What follows belongs to an exercise in optimizing a design on an open flow for a short achievable clock period and few clock cycles; a production flow would make more cautious choices.
RTL that was checked went through simulation tests only; none was proved equivalent to the original.
No activity file was given, so power comes from the tool's default toggle rates.

== harbor ==
// main
module main(clk, rst, mem_rdata, mem_addr, mem_wdata, mem_we);
	input clk, rst;
	input [15:0] mem_rdata;       
	output [7:0] mem_addr;
	output [7:0] mem_wdata;
	output mem_we;
	reg k_fetch, k_ld, k_st, k_bip;
	reg [7:0] a_oth, a_m;
	reg a_selm;
	reg [7:0] wdata_q;
	reg we_q;
	reg [7:0] fpc_oth, fpc_m;
	reg fpc_selm;
	reg fpc_bip;                       
	reg [2:0] ld_rd;
	reg smc_q;                         
	reg [7:0] smc_a;                   
	reg [63:0] rf;
	reg fz, fc;
	reg [7:0] res_q;                   
	reg [2:0] res_wa;
	reg res_we;
	reg dv;
	reg [15:0] ir;
	reg [7:0] d_fa;
	reg d_pred;
	reg mE_n, mE_d, mE_m, mR_n, mR_d, mR_m;
	reg v;
	reg [7:0] e_fa;
	reg e_wr, e_setf, e_arith, e_sub, e_and, e_or, e_xor, e_shf, e_passb;
	reg e_ld, e_st, e_bc, e_pred;
	reg [1:0] e_cc;
	reg [2:0] e_rd;
	reg [7:0] e_alt;
	reg [5:0] e_off;
	reg [7:0] opA, opB, opS;
	reg [2:0] iA, iB, iS;
	reg uA, uB, uS;
	reg [2:0] ramt;
	reg [7:0] smask;
	reg [7:0] am_o, ao_o;
	wire [7:0] addr = am_o | ao_o;
	wire [7:0] fpc = fpc_selm ? fpc_m : fpc_oth;
	assign mem_addr = addr;
	assign mem_wdata = wdata_q;
	assign mem_we = we_q;
	wire adv = ~(k_ld | k_st);
  ...
For scale: about 260 flip-flops, ~15000 µm² of cells after synthesis.
make LEC_CHECK=0 ABC_CLOCK_PERIOD_IN_PS=1800 CAP_MARGIN=20 CORE_MARGIN=2 CORE_UTILIZATION=40 GPL_TIMING_DRIVEN=1 SETUP_SLACK_MARGIN=3.6 SLEW_MARGIN=20 TNS_END_PERCENT=100 finish   # period 5.5 ns
run.sh (not shown) runs the stock make flow with config.mk's settings and CLKGATE_MAP_FILE= SYNTH_SCRIPT=/design/flow/synth_recipe.tcl, a recipe that flattens the netlist after the stock synthesis.
harbor finished every stage and its layout cleared the timing, design-rule and antenna checks.
Testbench counts of harbor, summed over its fixed seeds: cycles 92,371.
#### Input delta (amber over harbor)
-- flow/design.v --
<<< harbor, line 23
	reg dv;
	reg [15:0] ir;
	reg [7:0] d_fa;
	reg d_pred;
>>> amber, line 23
	reg dv;
	reg [15:0] ir;
	reg [7:0] ext_q;                   
	reg [7:0] d_fa;
	reg d_pred;
<<< harbor, line 42
	wire [7:0] addr = am_o | ao_o;
	wire [7:0] fpc = fpc_selm ? fpc_m : fpc_oth;
	assign mem_addr = addr;
	assign mem_wdata = wdata_q;
	assign mem_we = we_q;
>>> amber, line 43
	wire [7:0] addr = am_o | ao_o;
	wire [7:0] fpc = fpc_selm ? fpc_m : fpc_oth;
	reg [7:0] addr_o;                  
	assign mem_addr = addr_o;
	assign mem_wdata = wdata_q;
	assign mem_we = we_q;
<<< harbor, line 92
	wire [7:0] d_fa2 = {d_fa[7:1] + 7'd1, d_fa[0]};
	wire [7:0] d_target = {2'b00, I[5:0]};
	wire [7:0] ext = {3'b000, I[4:0]} << I[7:5];
	wire [7:0] rRn = mR_n ? res_q : rf[I[7:5]*8 +: 8];
	wire [7:0] rRd = mR_d ? res_q : rf[I[10:8]*8 +: 8];
>>> amber, line 94
	wire [7:0] d_fa2 = {d_fa[7:1] + 7'd1, d_fa[0]};
	wire [7:0] d_target = {2'b00, I[5:0]};
	wire [7:0] ext = ext_q;
	wire [7:0] rRn = mR_n ? res_q : rf[I[7:5]*8 +: 8];
	wire [7:0] rRd = mR_d ? res_q : rf[I[10:8]*8 +: 8];
<<< harbor, line 105
	wire d_uB = (d_alu0 & ~d_imm) | d_logic;
	wire d_uS = d_st;
	wire [7:0] d_opA = selA_0 ? 8'd0 : (selA_rd ? vRd : vRn);
	wire [7:0] d_opB0 = d_mem ? {2'b00, I[11], I[4:0]} :
	                    d_br  ? d_fa2 :
	                    (d_alu0 & d_imm) ? ext : vRm;
	wire [7:0] d_opB = d_sub ? ~d_opB0 : d_opB0;
	wire [7:0] d_opS = vRd;
	wire d_right = (I[13:11] == 3'b100) | (I[13:11] == 3'b110) | (I[13:11] == 3'b111);
	wire d_rotop = (I[13:11] == 3'b011) | (I[13:11] == 3'b100);
>>> amber, line 107
	wire d_uB = (d_alu0 & ~d_imm) | d_logic;
	wire d_uS = d_st;
	wire bpA = exec & (selA_rd ? mE_d : mE_n) & ~selA_0;
	wire bpB = exec & mE_m & ~d_mem & ~d_br & ~(d_alu0 & d_imm);
	wire bpS = exec & mE_d;
	wire [7:0] rA = selA_rd ? rRd : rRn;
	wire [7:0] oB0 = d_mem ? {2'b00, I[11], I[4:0]} :
	                 d_br  ? d_fa2 :
	                 (d_alu0 & d_imm) ? ext : rRm;
	wire [7:0] oB = d_sub ? ~oB0 : oB0;
	wire [7:0] d_opA = ({8{bpA & e_arith}} & sum[7:0]) | ({8{bpA & ~e_arith}} & r_oth) |
	                   ({8{~bpA & ~selA_0}} & rA);
	wire [7:0] d_opB = ({8{bpB & e_arith & ~d_sub}} & sum[7:0]) | ({8{bpB & e_arith & d_sub}} & ~sum[7:0]) |
	                   ({8{bpB & ~e_arith & ~d_sub}} & r_oth) | ({8{bpB & ~e_arith & d_sub}} & ~r_oth) |
	                   ({8{~bpB}} & oB);
	wire [7:0] d_opS = ({8{bpS & e_arith}} & sum[7:0]) | ({8{bpS & ~e_arith}} & r_oth) | ({8{~bpS}} & rRd);
	wire d_right = (I[13:11] == 3'b100) | (I[13:11] == 3'b110) | (I[13:11] == 3'b111);
	wire d_rotop = (I[13:11] == 3'b011) | (I[13:11] == 3'b100);
<<< harbor, line 154
		ao_o <= n_selm ? 8'd0 : n_oth;
		am_o <= n_selm ? m_a : 8'd0;
	end
	integer i;
>>> amber, line 164
		ao_o <= n_selm ? 8'd0 : n_oth;
		am_o <= n_selm ? m_a : 8'd0;
		addr_o <= n_selm ? m_a : n_oth;
		wdata_q <= S;
	end
	integer i;
<<< harbor, line 214
				dv <= k_fetch & ~mispred;
				ir <= M;
				d_fa <= addr;
				d_pred <= f_pbne;
>>> amber, line 226
				dv <= k_fetch & ~mispred;
				ir <= M;
				ext_q <= {3'b000, M[4:0]} << M[7:5];
				d_fa <= addr;
				d_pred <= f_pbne;
<<< harbor, line 234
				end else if (e_mem) begin
					we_q <= e_st;
					wdata_q <= S;
					ld_rd <= e_rd;
					k_fetch <= 1'b0; k_ld <= e_ld; k_st <= e_st; k_bip <= 1'b0;
>>> amber, line 247
				end else if (e_mem) begin
					we_q <= e_st;
					ld_rd <= e_rd;
					k_fetch <= 1'b0; k_ld <= e_ld; k_st <= e_st; k_bip <= 1'b0;
==> summary.txt <==
- Wire: amber routes more than harbor
- Final hold slack | amber below harbor
- Portion of total power attributed to combinational logic: amber vs harbor down 0.6 points
- As far as total negative setup slack goes, amber and harbor are indistinguishable; the numbers are identical.
- met2 wirelength from detailed routing up 1500 µm in amber wrt harbor
- amber vs. harbor: clock network area share fell 0.31 points; maximum frequency rose about 6.4%; leakage power rose 0.52 nW.
Only the layout flow was run in amber; the RTL was not checked for function there.

## port drivers added, routing unchanged
No port has a modelled driver above. Below, the same layouts with a new extraction and two added sets of constraints.
Step 1, drivers: a clkbuf_16 drives clk and a buf_2 each remaining input, both assumed.
Step 2 also shifts input and output timing later by t, the mid clock arrival at the registers, as if the neighbouring blocks saw the same clock.
a / b / c = ideal / step 1 / step 2; a / b = the first two.
run	t, ns	setup WS [ns]	latest minus earliest clock arrival (ns)	slew at the worst register clock pin (ns)	worst data-port slew with drivers (ns)
harbor	0.632	2.962 / 2.962 / 2.776	0.023 / 0.022	0.07 / 0.07	0.06
amber	0.639	3.115 / 3.115 / 2.798	0.013 / 0.013	0.07 / 0.07	0.04
After both steps setup and hold are still met in every run listed. The setup slack of amber, which loses most, moves by 0.000 ns with the drivers and by -0.317 ns with both steps.
